What follows belongs to an exercise in optimizing a design on an open flow for small area and a short achievable clock period; a production flow would make more cautious choices. In this exercise RTL edits were held to simulation tests only and were not proved equivalent to the original. Power is estimated from default activity; no workload was simulated.

==> design.v <==
package rtl_pkg;
typedef struct packed {
                       logic misp;
                       logic ataken;
                       logic boffset;
                       logic pc4;
                       logic [1:0] hist;
                       logic [11:0] toffset;
                       logic valid;
                       logic br_error;
                       logic br_start_error;
                       logic pcall;
                       logic pja;
                       logic way;
                       logic pret;
                       logic [31:1] prett;
                       } rtl_predict_pkt_t;
typedef struct packed {
                       logic clz;   
                       logic ctz;   
                       logic cpop;
                       logic siext_b;
                       logic siext_h;
                       logic min;
                       logic max;
                       logic pack;
                       logic packu;
                       logic packh;
                       logic rol;  
                       logic ror;  
                       logic grev;
                       logic gorc;
                       logic zbb;
                       logic bset;
                       logic bclr;
                       logic binv;
                       logic bext;
                       logic sh1add;  
                       logic sh2add;  
                       logic sh3add;  
                       logic zba;  
                       logic land;  
                       logic lor;  
                       logic lxor;  
                       logic sll;  
                       logic srl;  
                       logic sra;  
                       logic beq;
                       logic bne;
                       logic blt;
                       logic bge;
                       logic add;     
                       logic sub;     
                       logic slt;     
                       logic unsign;  
                       logic jal;
                       logic predict_t;
                       logic predict_nt;
                       logic csr_write;
                       logic csr_imm;
                       } rtl_alu_pkt_t;
endpackage  
module rvdff #( parameter WIDTH=1, SHORT=0 )
   (
     input logic [WIDTH-1:0] din,
     input logic           clk,
     input logic                   rst_l,
     output logic [WIDTH-1:0] dout
     );
if (SHORT == 1) begin
   assign dout = din;
end
else begin
   always_ff @(posedge clk or negedge rst_l) begin
      if (rst_l == 0)
        dout[WIDTH-1:0] <= 0;
      else
        dout[WIDTH-1:0] <= din[WIDTH-1:0];
   end
end
endmodule
module rvdffs #( parameter WIDTH=1, SHORT=0 )
   (
     input logic [WIDTH-1:0] din,
     input logic             en,
     input logic           clk,
     input logic                   rst_l,
     output logic [WIDTH-1:0] dout
     );
if (SHORT == 1) begin : genblock
   assign dout = din;
end
else begin : genblock
   rvdff #(WIDTH) dffs (.din((en) ? din[WIDTH-1:0] : dout[WIDTH-1:0]), .*);
end
endmodule
module rvdffe #( parameter WIDTH=1, SHORT=0, OVERRIDE=0 )
   (
     input  logic [WIDTH-1:0] din,
     input  logic           en,
     input  logic           clk,
     input  logic           rst_l,
     input  logic             scan_mode,
     output logic [WIDTH-1:0] dout
     );
   logic                      l1clk;
if (SHORT == 1) begin : genblock
   if (1) begin : genblock
      assign dout = din;
   end
end
else begin : genblock
      rvdffs #(WIDTH) dff ( .* );
end  
endmodule  
module Bit_Manipulation_Unit
(
    input logic clk,        
    input logic rst_l,      
    input logic scan_mode,  
    input logic                valid_in,        
    input logic         [41:0] ap,              
    input logic                csr_ren_in,      
    input logic         [31:0] csr_rddata_in,   
    input logic signed  [31:0] a_in,            
    input logic         [31:0] b_in,            
    output logic [31:0] result_ff,   
    output logic error
);
  rtl_pkg::rtl_alu_pkt_t p;
  assign p = ap;
  logic [31:0] a, b;
  assign a = a_in;
  assign b = b_in;
  logic err;
  assign err   = (csr_ren_in & (|ap)) |
                 (~p.zba & (p.sh1add | p.sh2add | p.sh3add)) |
                 (p.zba & p.sub);
  assign error = rst_l & err;
  logic [31:0] x, y, sum;
  logic        cout;
  assign x = ({32{~p.zba}}    & a) |
             ({32{p.sh1add}}  & {a[30:0], 1'b0}) |
             ({32{p.sh2add}}  & {a[29:0], 2'b0}) |
             ({32{p.sh3add}}  & {a[28:0], 3'b0});
  assign y = b ^ {32{p.sub}};
  bmu_adder u_add (.x(x), .y(y), .cin(p.sub), .sum(sum), .cout(cout));
  logic ov, lt;
  assign ov = (~a[31] & ~y[31] & sum[31]) | (a[31] & y[31] & ~sum[31]);
  assign lt = (~p.unsign & (sum[31] ^ ov)) | (p.unsign & ~cout);
  logic sel_adder;
  assign sel_adder = (p.add | p.sub | p.zba) & ~p.slt & ~p.min & ~p.max;
  logic [31:0] sout;
  bmu_shift u_sh (.a(a), .b(b[4:0]), .sll(p.sll), .srl(p.srl), .sra(p.sra),
                  .rol(p.rol), .ror(p.ror), .bext(p.bext), .sout(sout));
  logic sel_shift;
  assign sel_shift = p.sll | p.srl | p.sra | p.rol | p.ror;
  logic [31:0] lz_in;
  always_comb
    for (int i = 0; i < 32; i++) lz_in[i] = (p.clz & a[i]) | (p.ctz & a[31-i]);
  logic [5:0] lzn, lzc;
  bmu_lzc u_lzc (.d(lz_in), .n(lzn));
  assign lzc = {6{p.clz | p.ctz}} & lzn;
  logic [5:0] pc;
  bmu_pop u_pop (.a(a), .pc(pc));
  logic sel_a, mm, rev8, orcb;
  assign mm    = p.min | p.max;
  assign sel_a = ~lt ^ p.min;
  assign rev8  = p.grev & (b[4:0] == 5'b11000);
  assign orcb  = p.gorc & (b[4:0] == 5'b00111);
  logic [31:0] oh;
  always_comb
    for (int i = 0; i < 32; i++) oh[i] = (b[4:0] == 5'(i));
  logic zbb, cw, imm;
  assign zbb = p.zbb;
  assign cw  = p.csr_write;
  assign imm = p.csr_imm;
  logic t11, t10, t01, t00, lo8, lo16;
  assign t11 = (p.land & ~zbb) | p.lor | (p.lxor & zbb) | cw | mm;
  assign t10 = (p.land & zbb) | p.lor | (p.lxor & ~zbb) | (cw & ~imm) | (mm & sel_a);
  assign t01 = (p.lor & ~zbb) | (p.lxor & ~zbb) | (cw & imm) | (mm & ~sel_a);
  assign t00 = (p.lor | p.lxor) & zbb;
  assign lo8  = p.siext_b | p.siext_h | p.pack | p.packh;
  assign lo16 = p.siext_h | p.pack;
  logic k1, k0, kc;
  assign k1 = p.bset | p.bclr | p.binv;
  assign kc = ~p.bset & (p.bclr | p.binv);
  assign k0 = p.bset | p.binv;
  logic [31:0] res;
  always_comb
    for (int i = 0; i < 32; i++) begin
      logic lo, f1, f0, o;
      lo = (i < 8) ? lo8 : (i < 16) ? lo16 : 1'b0;
      f1 = (b[i] ? t11 : t10) | lo | (k1 & ~(kc & oh[i]));
      f0 = (b[i] ? t01 : t00) | (k0 & oh[i]);
      o  = a[i] ? f1 : f0;
      o  = o | (csr_ren_in & csr_rddata_in[i]) | (sel_shift & sout[i]) | (sel_adder & sum[i]) |
           (rev8 & a[(3 - i/8)*8 + i%8]) | (orcb & (|a[(i/8)*8 +: 8]));
      if (i >= 8)  o = o | (p.siext_b & a[7]);
      if (i >= 16) o = o | (p.siext_h & a[15]) | (p.pack & b[i-16]);
      if (i >= 8 && i < 16) o = o | (p.packh & b[i-8]);
      if (i == 0)  o = o | (p.slt & lt) | (p.bext & sout[0]);
      if (i < 6)   o = o | lzc[i] | (p.cpop & pc[i]);
      res[i] = ~err & o;
    end
  always_ff @(posedge clk or negedge rst_l)
    if (!rst_l)        result_ff <= '0;
    else if (valid_in) result_ff <= res;
endmodule
module bmu_adder (input logic [31:0] x, input logic [31:0] y, input logic cin,
                  output logic [31:0] sum, output logic cout);
  logic [31:0] p, g;
  assign p = x ^ y;
  assign g = x & y;
  wire g0c = g[0] | (p[0] & cin);
  wire G0 = g[1] | (p[1] & g0c);
  wire G1 = g[3] | (p[3] & g[2]);
  wire P1 = p[3] & p[2];
  wire G2 = g[5] | (p[5] & g[4]);
  wire P2 = p[5] & p[4];
  wire G3 = g[7] | (p[7] & g[6]);
  wire P3 = p[7] & p[6];
  wire G4 = g[9] | (p[9] & g[8]);
  wire P4 = p[9] & p[8];
  wire G5 = g[11] | (p[11] & g[10]);
  wire P5 = p[11] & p[10];
  wire G6 = g[13] | (p[13] & g[12]);
  wire P6 = p[13] & p[12];
  wire G7 = g[15] | (p[15] & g[14]);
  wire P7 = p[15] & p[14];
  wire G8 = g[17] | (p[17] & g[16]);
  wire P8 = p[17] & p[16];
  wire G9 = g[19] | (p[19] & g[18]);
  wire P9 = p[19] & p[18];
  wire G10 = g[21] | (p[21] & g[20]);
  wire P10 = p[21] & p[20];
  wire G11 = g[23] | (p[23] & g[22]);
  wire P11 = p[23] & p[22];
  wire G12 = g[25] | (p[25] & g[24]);
  wire P12 = p[25] & p[24];
  wire G13 = g[27] | (p[27] & g[26]);
  wire P13 = p[27] & p[26];
  wire G14 = g[29] | (p[29] & g[28]);
  wire P14 = p[29] & p[28];
  wire G15 = g[31] | (p[31] & g[30]);
  wire P15 = p[31] & p[30];
  wire G16 = g[2] | (p[2] & G0);
  wire G17 = G1 | (P1 & G0);
  wire G18 = g[6] | (p[6] & G2);
  wire P18 = p[6] & P2;
  wire G19 = G3 | (P3 & G2);
  wire P19 = P3 & P2;
  wire G20 = g[10] | (p[10] & G4);
  wire P20 = p[10] & P4;
  wire G21 = G5 | (P5 & G4);
  wire P21 = P5 & P4;
  wire G22 = g[14] | (p[14] & G6);
  wire P22 = p[14] & P6;
  wire G23 = G7 | (P7 & G6);
  wire P23 = P7 & P6;
  wire G24 = g[18] | (p[18] & G8);
  wire P24 = p[18] & P8;
  wire G25 = G9 | (P9 & G8);
  wire P25 = P9 & P8;
  wire G26 = g[22] | (p[22] & G10);
  wire P26 = p[22] & P10;
  wire G27 = G11 | (P11 & G10);
  wire P27 = P11 & P10;
  wire G28 = g[26] | (p[26] & G12);
  wire P28 = p[26] & P12;
  wire G29 = G13 | (P13 & G12);
  wire P29 = P13 & P12;
  wire G30 = g[30] | (p[30] & G14);
  wire P30 = p[30] & P14;
  wire G31 = G15 | (P15 & G14);
  wire P31 = P15 & P14;
  wire G32 = g[4] | (p[4] & G17);
  wire G33 = G2 | (P2 & G17);
  wire G34 = G18 | (P18 & G17);
  wire G35 = G19 | (P19 & G17);
  wire G36 = g[12] | (p[12] & G21);
  wire P36 = p[12] & P21;
  wire G37 = G6 | (P6 & G21);
  wire P37 = P6 & P21;
  wire G38 = G22 | (P22 & G21);
  wire P38 = P22 & P21;
  wire G39 = G23 | (P23 & G21);
  wire P39 = P23 & P21;
  wire G40 = g[20] | (p[20] & G25);
  wire P40 = p[20] & P25;
  wire G41 = G10 | (P10 & G25);
  wire P41 = P10 & P25;
  wire G42 = G26 | (P26 & G25);
  wire P42 = P26 & P25;
  wire G43 = G27 | (P27 & G25);
  wire P43 = P27 & P25;
  wire G44 = g[28] | (p[28] & G29);
  wire P44 = p[28] & P29;
  wire G45 = G14 | (P14 & G29);
  wire P45 = P14 & P29;
  wire G46 = G30 | (P30 & G29);
  wire P46 = P30 & P29;
  wire G47 = G31 | (P31 & G29);
  wire P47 = P31 & P29;
  wire G48 = g[8] | (p[8] & G35);
  wire G49 = G4 | (P4 & G35);
  wire G50 = G20 | (P20 & G35);
  wire G51 = G21 | (P21 & G35);
  wire G52 = G36 | (P36 & G35);
  wire G53 = G37 | (P37 & G35);
  wire G54 = G38 | (P38 & G35);
  wire G55 = G39 | (P39 & G35);
  wire G56 = g[24] | (p[24] & G43);
  wire P56 = p[24] & P43;
  wire G57 = G12 | (P12 & G43);
  wire P57 = P12 & P43;
  wire G58 = G28 | (P28 & G43);
  wire P58 = P28 & P43;
  wire G59 = G29 | (P29 & G43);
  wire P59 = P29 & P43;
  wire G60 = G44 | (P44 & G43);
  wire P60 = P44 & P43;
  wire G61 = G45 | (P45 & G43);
  wire P61 = P45 & P43;
  wire G62 = G46 | (P46 & G43);
  wire P62 = P46 & P43;
  wire G63 = G47 | (P47 & G43);
  wire P63 = P47 & P43;
  wire G64 = g[16] | (p[16] & G55);
  wire G65 = G8 | (P8 & G55);
  wire G66 = G24 | (P24 & G55);
  wire G67 = G25 | (P25 & G55);
  wire G68 = G40 | (P40 & G55);
  wire G69 = G41 | (P41 & G55);
  wire G70 = G42 | (P42 & G55);
  wire G71 = G43 | (P43 & G55);
  wire G72 = G56 | (P56 & G55);
  wire G73 = G57 | (P57 & G55);
  wire G74 = G58 | (P58 & G55);
  wire G75 = G59 | (P59 & G55);
  wire G76 = G60 | (P60 & G55);
  wire G77 = G61 | (P61 & G55);
  wire G78 = G62 | (P62 & G55);
  wire G79 = G63 | (P63 & G55);
  assign sum[0] = p[0] ^ cin;
  assign sum[1] = p[1] ^ g0c;
  assign sum[2] = p[2] ^ G0;
  assign sum[3] = p[3] ^ G16;
  assign sum[4] = p[4] ^ G17;
  assign sum[5] = p[5] ^ G32;
  assign sum[6] = p[6] ^ G33;
  assign sum[7] = p[7] ^ G34;
  assign sum[8] = p[8] ^ G35;
  assign sum[9] = p[9] ^ G48;
  assign sum[10] = p[10] ^ G49;
  assign sum[11] = p[11] ^ G50;
  assign sum[12] = p[12] ^ G51;
  assign sum[13] = p[13] ^ G52;
  assign sum[14] = p[14] ^ G53;
  assign sum[15] = p[15] ^ G54;
  assign sum[16] = p[16] ^ G55;
  assign sum[17] = p[17] ^ G64;
  assign sum[18] = p[18] ^ G65;
  assign sum[19] = p[19] ^ G66;
  assign sum[20] = p[20] ^ G67;
  assign sum[21] = p[21] ^ G68;
  assign sum[22] = p[22] ^ G69;
  assign sum[23] = p[23] ^ G70;
  assign sum[24] = p[24] ^ G71;
  assign sum[25] = p[25] ^ G72;
  assign sum[26] = p[26] ^ G73;
  assign sum[27] = p[27] ^ G74;
  assign sum[28] = p[28] ^ G75;
  assign sum[29] = p[29] ^ G76;
  assign sum[30] = p[30] ^ G77;
  assign sum[31] = p[31] ^ G78;
  assign cout = G79;
endmodule
module bmu_shift (input logic [31:0] a, input logic [4:0] b,
                  input logic sll, srl, sra, rol, ror, bext,
                  output logic [31:0] sout);
  logic       lsh, rsh, rot;
  logic [4:0] s;
  assign lsh = sll | rol;
  assign rsh = srl | sra | ror | bext;
  assign rot = sll | rol | ror;
  assign s   = ({5{lsh}} & (5'd0 - b)) | ({5{rsh}} & b);
  logic [31:0] r0, r1, r2, r3, r4;
  assign r0 = s[0] ? {a[0],     a[31:1]}  : a;
  assign r1 = s[1] ? {r0[1:0],  r0[31:2]} : r0;
  assign r2 = s[2] ? {r1[3:0],  r1[31:4]} : r1;
  assign r3 = s[3] ? {r2[7:0],  r2[31:8]} : r2;
  assign r4 = s[4] ? {r3[15:0], r3[31:16]} : r3;
  function automatic logic [31:0] therm(input logic [4:0] v);
    logic [31:0] t;
    t = 32'b1;
    for (int n = 0; n < 5; n++)
      for (int k = (2 << n) - 1; k >= 0; k--)
        t[k] = (k >= (1 << n)) ? (v[n] & t[k - (1 << n)]) : (v[n] | t[k]);
    therm = t;
  endfunction
  logic [31:0] ts, tb;
  assign ts = therm(s);
  assign tb = therm(b);
  always_comb
    for (int i = 0; i < 32; i++) begin
      logic wrap, keep;
      wrap = (i == 0) ? 1'b0 : ts[(32 - i) % 32];
      keep = ~sll | ~tb[(i + 1) % 32] | (i == 31);
      sout[i] = keep & (wrap ? ((rot & r4[i]) | (sra & a[31])) : r4[i]);
    end
endmodule
module bmu_lzc (input logic [31:0] d, output logic [5:0] n);
  logic [15:0] v1; logic [15:0][0:0] c1;
  logic [7:0]  v2; logic [7:0][1:0]  c2;
  logic [3:0]  v3; logic [3:0][2:0]  c3;
  logic [1:0]  v4; logic [1:0][3:0]  c4;
  logic        v5; logic [4:0]       c5;
  always_comb begin
    for (int k = 0; k < 16; k++) begin
      v1[k] = d[2*k+1] | d[2*k];
      c1[k] = ~d[2*k+1];
    end
    for (int k = 0; k < 8; k++) begin
      v2[k] = v1[2*k+1] | v1[2*k];
      c2[k] = v1[2*k+1] ? {1'b0, c1[2*k+1]} : {1'b1, c1[2*k]};
    end
    for (int k = 0; k < 4; k++) begin
      v3[k] = v2[2*k+1] | v2[2*k];
      c3[k] = v2[2*k+1] ? {1'b0, c2[2*k+1]} : {1'b1, c2[2*k]};
    end
    for (int k = 0; k < 2; k++) begin
      v4[k] = v3[2*k+1] | v3[2*k];
      c4[k] = v3[2*k+1] ? {1'b0, c3[2*k+1]} : {1'b1, c3[2*k]};
    end
    v5 = v4[1] | v4[0];
    c5 = v4[1] ? {1'b0, c4[1]} : {1'b1, c4[0]};
  end
  assign n = {~v5, {5{v5}} & c5};
endmodule
module bmu_pop (input logic [31:0] a, output logic [5:0] pc);
  wire pc_s0 = a[0] ^ a[1] ^ a[2];
  wire pc_c0 = (a[0] & a[1]) | (a[0] & a[2]) | (a[1] & a[2]);
  wire pc_s1 = a[3] ^ a[4] ^ a[5];
  wire pc_c1 = (a[3] & a[4]) | (a[3] & a[5]) | (a[4] & a[5]);
  wire pc_s2 = a[6] ^ a[7] ^ a[8];
  wire pc_c2 = (a[6] & a[7]) | (a[6] & a[8]) | (a[7] & a[8]);
  wire pc_s3 = a[9] ^ a[10] ^ a[11];
  wire pc_c3 = (a[9] & a[10]) | (a[9] & a[11]) | (a[10] & a[11]);
  wire pc_s4 = a[12] ^ a[13] ^ a[14];
  wire pc_c4 = (a[12] & a[13]) | (a[12] & a[14]) | (a[13] & a[14]);
  wire pc_s5 = a[15] ^ a[16] ^ a[17];
  wire pc_c5 = (a[15] & a[16]) | (a[15] & a[17]) | (a[16] & a[17]);
  wire pc_s6 = a[18] ^ a[19] ^ a[20];
  wire pc_c6 = (a[18] & a[19]) | (a[18] & a[20]) | (a[19] & a[20]);
  wire pc_s7 = a[21] ^ a[22] ^ a[23];
  wire pc_c7 = (a[21] & a[22]) | (a[21] & a[23]) | (a[22] & a[23]);
  wire pc_s8 = a[24] ^ a[25] ^ a[26];
  wire pc_c8 = (a[24] & a[25]) | (a[24] & a[26]) | (a[25] & a[26]);
  wire pc_s9 = a[27] ^ a[28] ^ a[29];
  wire pc_c9 = (a[27] & a[28]) | (a[27] & a[29]) | (a[28] & a[29]);
  wire pc_s10 = pc_s0 ^ pc_s1 ^ pc_s2;
  wire pc_c10 = (pc_s0 & pc_s1) | (pc_s0 & pc_s2) | (pc_s1 & pc_s2);
  wire pc_s11 = pc_s3 ^ pc_s4 ^ pc_s5;
  wire pc_c11 = (pc_s3 & pc_s4) | (pc_s3 & pc_s5) | (pc_s4 & pc_s5);
  wire pc_s12 = pc_s6 ^ pc_s7 ^ pc_s8;
  wire pc_c12 = (pc_s6 & pc_s7) | (pc_s6 & pc_s8) | (pc_s7 & pc_s8);
  wire pc_s13 = pc_s9 ^ a[30] ^ a[31];
  wire pc_c13 = (pc_s9 & a[30]) | (pc_s9 & a[31]) | (a[30] & a[31]);
  wire pc_s14 = pc_c0 ^ pc_c1 ^ pc_c2;
  wire pc_c14 = (pc_c0 & pc_c1) | (pc_c0 & pc_c2) | (pc_c1 & pc_c2);
  wire pc_s15 = pc_c3 ^ pc_c4 ^ pc_c5;
  wire pc_c15 = (pc_c3 & pc_c4) | (pc_c3 & pc_c5) | (pc_c4 & pc_c5);
  wire pc_s16 = pc_c6 ^ pc_c7 ^ pc_c8;
  wire pc_c16 = (pc_c6 & pc_c7) | (pc_c6 & pc_c8) | (pc_c7 & pc_c8);
  wire pc_s17 = pc_s10 ^ pc_s11 ^ pc_s12;
  wire pc_c17 = (pc_s10 & pc_s11) | (pc_s10 & pc_s12) | (pc_s11 & pc_s12);
  wire pc_s18 = pc_c10 ^ pc_c11 ^ pc_c12;
  wire pc_c18 = (pc_c10 & pc_c11) | (pc_c10 & pc_c12) | (pc_c11 & pc_c12);
  wire pc_s19 = pc_c13 ^ pc_s14 ^ pc_s15;
  wire pc_c19 = (pc_c13 & pc_s14) | (pc_c13 & pc_s15) | (pc_s14 & pc_s15);
  wire pc_s20 = pc_c14 ^ pc_c15 ^ pc_c16;
  wire pc_c20 = (pc_c14 & pc_c15) | (pc_c14 & pc_c16) | (pc_c15 & pc_c16);
  wire pc_s21 = pc_s17 ^ pc_s13;
  wire pc_c21 = pc_s17 & pc_s13;
  wire pc_s22 = pc_c17 ^ pc_s18 ^ pc_s19;
  wire pc_c22 = (pc_c17 & pc_s18) | (pc_c17 & pc_s19) | (pc_s18 & pc_s19);
  wire pc_s23 = pc_c18 ^ pc_c19 ^ pc_s20;
  wire pc_c23 = (pc_c18 & pc_c19) | (pc_c18 & pc_s20) | (pc_c19 & pc_s20);
  wire pc_s24 = pc_c21 ^ pc_s22 ^ pc_s16;
  wire pc_c24 = (pc_c21 & pc_s22) | (pc_c21 & pc_s16) | (pc_s22 & pc_s16);
  wire pc_s25 = pc_s24 ^ pc_c9;
  wire pc_c25 = pc_s24 & pc_c9;
  wire pc_s26 = pc_c24 ^ pc_c22 ^ pc_s23;
  wire pc_c26 = (pc_c24 & pc_c22) | (pc_c24 & pc_s23) | (pc_c22 & pc_s23);
  wire pc_s27 = pc_c25 ^ pc_s26;
  wire pc_c27 = pc_c25 & pc_s26;
  wire pc_s28 = pc_c26 ^ pc_c23 ^ pc_c20;
  wire pc_c28 = (pc_c26 & pc_c23) | (pc_c26 & pc_c20) | (pc_c23 & pc_c20);
  wire pc_s29 = pc_c27 ^ pc_s28;
  wire pc_c29 = pc_c27 & pc_s28;
  wire pc_s30 = pc_c29 ^ pc_c28;
  wire pc_c30 = pc_c29 & pc_c28;
  assign pc[0] = pc_s21;
  assign pc[1] = pc_s25;
  assign pc[2] = pc_s27;
  assign pc[3] = pc_s29;
  assign pc[4] = pc_s30;
  assign pc[5] = pc_c30;
endmodule
==> flow/run.sh <==
#!/bin/bash
# Standard ORFS layout, with the port buffers made from the smallest buffer
# cell instead of the one buffer_ports picks by default.
set -e
cp standard.sh standard.sh.txt
echo 'export BUFFER_PORTS_ARGS = -buffer_cell sky130_fd_sc_hd__buf_1' >> config.mk
bash standard.sh > standard.log 2>&1
==> standard.sh <==
#!/bin/bash
# synth_recipe.tcl (not shown) runs the flow's synth.tcl, then flattens the netlist and writes it again
# the make line also repeats each setting of config.mk as NAME=value (left out here)
make -C /OpenROAD-flow-scripts/flow DESIGN_CONFIG=/design/flow/config.mk WORK_HOME=/design/flow/orfs CLKGATE_MAP_FILE= SYNTH_SCRIPT=/design/flow/synth_recipe.tcl "${@:-finish}"
==> config.mk <==
export PLATFORM = sky130hd
export DESIGN_NAME = Bit_Manipulation_Unit
export DESIGN_NICKNAME = Bit_Manipulation_Unit
export VERILOG_FILES = /design/flow/design.v
export SDC_FILE = /design/flow/constraint.sdc
export NUM_CORES = 4
export LEC_CHECK = 0
export CAP_MARGIN = 20
export CORE_MARGIN = 2
export CORE_UTILIZATION = 40
export SLEW_MARGIN = 20
export BUFFER_PORTS_ARGS = -buffer_cell sky130_fd_sc_hd__buf_1
==> constraint.sdc <==
create_clock -name core_clock -period 24.0 [get_ports {clk}]
set_input_delay 4.8000 -clock core_clock [delete_from_list [all_inputs] [get_ports {clk}]]
set_output_delay 4.8000 -clock core_clock [all_outputs]
set_load 0.01 [all_outputs]
==> results of run 1 <==
Yosys cell counts (all sizes together), types with 10 or more instances:
cell type / number
nand3: 36
a22oi: 17
nor2: 77
ha: 48
o21ai: 146
o22ai: 21
a211oi: 24
buf: 26
o211ai: 15
clkbuf: 117
a221oi: 15
xor2: 42
a22o: 22
nor3: 35
inv: 76
xnor2: 13
a21oi: 129
a31oi: 36
fa: 31
a221o: 31
mux2i: 85
a21o: 16
nor4: 11
a222oi: 28
nand4: 11
nand2: 143
nor2b: 10
dfrtp: 32
o221ai: 12
mux4: 15
or2: 11
worst max-delay path by stage:
stage / endpoint
4_1_cts: error
3_3_place_gp: error
5_1_grt: error
3_5_place_dp: error
2_1_floorplan: error
6_report: error
power by group:
group | switching [uW] | internal (uW) | total, uW
Clock | 23.4 | 54.6 | 78.0
Sequential | 2.96 | 59.0 | 61.9
Combinational | 286 | 154 | 440
logic make-up after synthesis:
kind of cell | count (synthesis) | share of synthesized area (%)
AOI/OAI and AO/OA | 611 | 39.6
and+or+nand+nor | 382 | 16.9
buffers and inverters | 222 | 8.28
muxes | 102 | 11.5
adders and majority gates | 79 | 11.6
xor gates and xnor gates | 55 | 4.56
DFF | 32 | 7.58
layout make-up:
type / count / area [um2] / area share [%]
Multi-Input combinational cell: 1229 / 8940 / 75.9
Timing Repair Buffer: 239 / 1140 / 9.72
Sequential cell: 32 / 801 / 6.80
Tap cell: 335 / 419 / 3.56
Inverter: 79 / 297 / 2.52
Clock buffer: 7 / 153 / 1.30
Clock inverter: 1 / 30.0 / 0.255
per-layer routing:
layer | vias up | routed length, um | track usage [%]
met5 | - | 9 | 0
met4 | 2 | 3460 | 17.4
met3 | 219 | 8920 | 12.0
met2 | 1171 | 23600 | 58.2
met1 | 6487 | 23100 | 56.4
li1 | 5905 | - | -
metrics by stage:
step	worst slack [ns]	total power, uW	utilization, %
after floorplan	12.94	330	-
after global placement	12.09	478	44.6
after detailed placement	12.10	484	44.6
after CTS	12.08	563	45.3
after global routing	11.88	611	45.3
final	12.02	580	45.3
==> out/results.txt, run 1 <==
WL/cell: 30.8 um
Synth unique cells: 79
Gate Count Post-Synth: 1483
H-tree depth: 2
Nets: 1808
Number of fill cells: 2727
Seq/Total Area, Yosys: 7.58%
Most frequent CP cell: buf_1
Antenna Nets Post-Route: 0
Post-DP HPWL: 43.5 mm
Post-synth net total: 1705
# port buffers: 174
Critical path capture point type: output port
Synth top area share: 8.05%
Minimum clock period: 11.98 ns
Most frequent cells in the layout: buf_1, nand2_1, o21ai_0
Crit path arrival time: 7.18 ns
Placed instance count: 1914
Pleak: 0.00474 uW
Reg with most FFs: result_ff
Final Instance Count excl. Fillers: 1922
Min-delay src: result_ff[4]$_DFFE_PN0P_
# hold bufs at CTS: 0
Leading post-synthesis cells by cell area: mux2i_1, dfrtp_1, o21ai_0
Slew margin rel.: 7.78%
Post-cts resize count: 0
Pre-antenna DRT Iters: 10
Final Cell Area: 11800 um2
MaxCap Viol Count: 0
Top flop regs: result_ff x32
Syn avg cell area: 7.13 um2
Worst r2r dst: result_ff[28]$_DFFE_PN0P_
Final setup fails: 0
# clock sinks: 32
Layout overhead on the synthesized area: 11.5%
CTS tree: yes
Pin count of the biggest net entering global routing: 45
R2R cell count: 4
Aggregate global routing overflow: 0
Clock Latency Late Sink: 0.28 ns
Die Span Y: 167 um
Hold EP: result_ff[4]$_DFFE_PN0P_
# rows: 59
Die area: 27700 um2
Most common cell after layout, fill and taps aside: buf_1
Via count: 13800
Asr flop ratio synth: 100%
Post-Syn Area: 10600 um2
Final setup skew: 0 ns
Clock slew at reported path FFs: 0.05 ns
Worst hold-check path type: register to register
Share of layout cells above drive strength 1: 7.88%
Root buffer cell: clkbuf_16
Max Freq: 83.5 MHz
Antenna diodes: 0
Crit-path cells: buf_1 -> nor4_1 -> nand2_1 -> o41ai_1 -> o211ai_1 -> and2_1 -> buf_1
Worst-Margin Slew: 1.38 ns
# DRC: 0
Worst ir drop on vdd: 0.0567 mV
Vias in the first global route: 12500
Detailed Route Iter0 Violations: 2694
Placed Area: 11600 um2
Most area-hungry cell type in the Yosys netlist: mux2i_1
First-pass GRT wire length: 84.6 mm
CTS Buf Count: 5
All-Layer GR Usage: 40.6%
R2R Setup Slk: 22.18 ns
I/O pin cnt: 176
Initial antenna violation count: 1
FF-to-FF Start: result_ff[28]$_DFFE_PN0P_
Startpoint types: primary input
Drt total wl: 59.1 mm
Post-synth EDFFs: 0
Max reg flops: 32
Final period util: 49.9%
Max incr delay on CP: 0.65 ns
Cell family with most CP delay: simple AND/OR/NAND/NOR gates
PwrDens: 49.2 nW/um2
Crit path buffers/inverters: 2
Fin Hold WS: 0.490 ns
Final hold vios: 0
Worst-case clock buffer depth: 2
Synth Register Bits: 32
Hold Crit Depth: 1
RSZ-0062 raised after global routing: no
Yosys warning count: 3
Worst-path fanout max: 6
CP Data Required Time: 19.20 ns
Crit-path slowest cell: nor4_1
Slew Limit Fails: 0
Vias/cell: 7.17
Core Area: 26000 um2
Status: no timing/DRC/antenna violations
Synth Flop Type: dfrtp_1
TNS Setup: 0 ns
Post-CTS setup buffers: 0
Crit. Startpoint: ap[13]
Placer Congestion: 1.07
Critical path depth: 7
Initial Utilization: 40.7%
CP Class: primary input to output port
Die Width: 167 um
==> run 2: changes to the inputs <==
==> run.sh (new file) <==
#!/bin/bash
# synth_recipe.tcl (not shown) runs the flow's synth.tcl, then flattens the netlist and writes it again
# the make line also repeats each setting of config.mk as NAME=value (left out here)
make -C /OpenROAD-flow-scripts/flow DESIGN_CONFIG=/design/flow/config.mk WORK_HOME=/design/flow/orfs CLKGATE_MAP_FILE= SYNTH_SCRIPT=/design/flow/synth_recipe.tcl finish
--- a/config.mk
+++ b/config.mk
@@ -11,2 +11 @@
 export SLEW_MARGIN = 20
-export BUFFER_PORTS_ARGS = -buffer_cell sky130_fd_sc_hd__buf_1
removed: flow/run.sh
removed: standard.sh
==> out/results.txt, run 2 <==
Reg with most FFs: result_ff
Minimum clock period: 12.73 ns
# DRC: 0
Aggregate global routing overflow: 0
PwrDens: 46.4 nW/um2
Seq/Total Area, Yosys: 7.58%
Synth Flop Type: dfrtp_1
Pin count of the biggest net entering global routing: 45
Gate Count Post-Synth: 1483
FF-to-FF Start: result_ff[28]$_DFFE_PN0P_
Post-synth net total: 1705
Final period util: 53.1%
Most frequent cells in the layout: clkdlybuf4s50_1, nand2_1, o21ai_0
CTS Buf Count: 5
Layout overhead on the synthesized area: 21.0%
Vias in the first global route: 12600
Count leader, synth: nand2_1
RSZ-0062 raised after global routing: no
# hold bufs at CTS: 0
H-tree depth: 2
Worst r2r dst: result_ff[28]$_DFFE_PN0P_
Crit path arrival time: 7.93 ns
Hold Crit Depth: 1
Area of the multi-input gates: 8930 um2
WL/cell: 30.4 um
Pre-antenna DRT Iters: 10
Placed instance count: 1904
CP Class: primary input to output port
Synth cell count leaders: nand2_1, o21ai_0, a21oi_1
Hold EP: result_ff[4]$_DFFE_PN0P_
Clock slew at reported path FFs: 0.05 ns
Critical path capture point type: output port
Die Span Y: 167 um
Slew Limit Fails: 0
Vias/cell: 7.17
Crit-path slowest cell: clkdlybuf4s50_1
Post-cts resize count: 0
Final setup skew: 0 ns
Pleak: 0.00515 uW
Final setup fails: 0
Max incr delay on CP: 0.89 ns
Register area: 801 um2
Core Area: 26000 um2
# clock sinks: 32
Top flop regs: result_ff x32
Cell family with most CP delay: buffers and inverters
Crit-path cells: clkdlybuf4s50_1 -> nor3_1 -> nand4_1 -> o41ai_1 -> o211ai_1 -> and2_1 -> clkdlybuf4s50_1
Synth unique cells: 79
Post-Syn Area: 10600 um2
MaxCap Viol Count: 0
All-Layer GR Usage: 40.1%
Yosys warning count: 3
Via count: 13700
Detailed Route Iter0 Violations: 2666
Max reg flops: 32
Worst-path fanout max: 23
Final hold vios: 0
Most area-hungry cell type in the Yosys netlist: mux2i_1
Most frequent CP cell: clkdlybuf4s50_1
Antenna Nets Post-Route: 0
Slew margin rel.: 20.5%
Initial antenna violation count: 2
TNS Setup: 0 ns
Placer Congestion: 1.04
Most common cell after layout, fill and taps aside: clkdlybuf4s50_1
Synth top area share: 8.05%
Max Freq: 78.5 MHz
Root buffer cell: clkbuf_16
CP Data Required Time: 19.20 ns
Post-DP HPWL: 42.5 mm
Die Width: 167 um
Final Instance Count excl. Fillers: 1914
Post-synth EDFFs: 0
Syn avg cell area: 7.13 um2
Startpoint types: primary input
Drt total wl: 58.1 mm
Worst ir drop on vdd: 0.0690 mV
Worst-case clock buffer depth: 2
I/O pin cnt: 176
Worst hold-check path type: register to register
Status: no timing/DRC/antenna violations
# port buffers: 174
Die area: 27700 um2
Share of layout cells above drive strength 1: 7.04%
Post-CTS setup buffers: 0
Leading post-synthesis cells by cell area: mux2i_1, dfrtp_1, o21ai_0
Number of fill cells: 2631
First-pass GRT wire length: 84.5 mm
Crit path buffers/inverters: 2
Synth Register Bits: 32
R2R cell count: 4
# rows: 59
CTS tree: yes
Initial Utilization: 40.7%
Asr flop ratio synth: 100%
Clock Latency Late Sink: 0.28 ns
Min-delay src: result_ff[4]$_DFFE_PN0P_
Worst-Margin Slew: 1.19 ns
R2R Setup Slk: 21.93 ns
Nets: 1798
-- run 2: cell types whose count changed in the layout (fill, tap and decap cells not counted), sizes merged --
cell           change
diode              +2
clkdlybuf4s50    +173
buf              -180
clkbuf             -3
-- run 2: power breakdown --
| part | switching (uW) | internal (uW) | leakage [uW] | total [uW] |
|---|---|---|---|---|
| Sequential | 3.12 | 59.0 | 0.000422 | 62.1 |
| Combinational | 281 | 173 | 0.00464 | 453 |
| Clock | 23.2 | 54.6 | 0.0000901 | 77.8 |
-- run 2: through the flow --
stage | utilization [%] | setup WS, ns | hold slack [ns] | area, um2 | power, uW
finish | 49.2 | 11.27 | 0.493 | 12800 | 593
global route | 49.2 | 11.09 | 0.518 | 12800 | 627
CTS | 49.2 | 11.36 | 0.490 | 12800 | 577
detailed placement | 48.5 | 11.36 | 0.478 | 12600 | 497
global placement | 48.5 | 11.36 | 0.477 | 12600 | 495
floorplan | - | 12.94 | 0.521 | 10600 | 330
-- run 2: cell type report --
| cell class | count | share of cell area, % |
|---|---|---|
| diodes | 2 | 0.0391 |
| clock buffers | 7 | 1.19 |
| clock inverters | 1 | 0.235 |
| inverters | 79 | 2.32 |
| multi-input cells | 1229 | 69.9 |
| flip-flops and latches | 32 | 6.26 |
| well taps | 335 | 3.28 |
| repair buffers | 229 | 16.8 |
-- run 2: worst register-to-register path: stages (launching register included) --
cell and delay [ns]:
dfrtp_1 0.41, a222oi_1 0.61, nand3_1 0.19, a31oi_1 0.50
a31oi_1 0.21
-- run 2: how the worst max path moves through the flow --
stage / from / end / slack, ns / cells after the start
final: ap[19] / error / 11.27 / 7
after global routing: ap[19] / error / 11.09 / 7
after CTS: ap[19] / error / 11.36 / 7
after detailed placement: ap[19] / error / 11.36 / 7
after global placement: ap[13] / error / 11.36 / 7
after floorplan: ap[41] / error / 12.94 / 8
-- run 2: cells by family (layout without fill, tap and decap cells) --
logic type	count (synthesis)	in the layout	share of synthesized area (%)
compound gates	611	611	39.6
xor+xnor	55	55	4.56
fa+ha+maj	79	79	11.6
buf+inv	222	316	8.28
flops	32	32	7.58
mux	102	102	11.5
other cells	0	2	0
simple gates	382	382	16.9
-- run 2: metal layers --
metal  up-vias  part of all wire (%)  GRT usage [%]
met5         -                 0.093              0
met4         2                   5.8           17.9
met3       215                    15           12.8
met2      1187                    40           58.2
met1      6435                    38           54.3
li1       5888                     -              -

[what the ideal ports hide]
The results above use ideal ports. As a check the final layouts listed here were re-extracted and re-timed, cells and wires unchanged.
Step 1 (the two cells are an assumption about what drives the block):
set clk [get_ports {clk}]
set_driving_cell -lib_cell sky130_fd_sc_hd__clkbuf_16 $clk
set_driving_cell -lib_cell sky130_fd_sc_hd__buf_2 [delete_from_list [all_inputs] $clk]
Step 2 moves the port delays by t, midway between the first and last clock arrival at a register: inputs arrive t later, outputs are due t later. That takes back most of the time a late clock gives input paths.
Slacks: ideal / step 1 / step 2; pairs: ideal / step 1.
run	shift t [ns]	setup WS [ns]	worst setup path at the end	clock arrival spread, ns	cell pins on the clock port's net
run 1	0.304	12.022 / 12.002 / 12.002	input to output	0.007 / 0.007	1
run 2	0.310	11.266 / 11.240 / 11.240	input to output	0.007 / 0.007	1
After both steps every run listed still meets setup and hold. The setup slack of run 2, which loses most, moves by -0.026 ns with the drivers and by -0.026 ns with both steps.
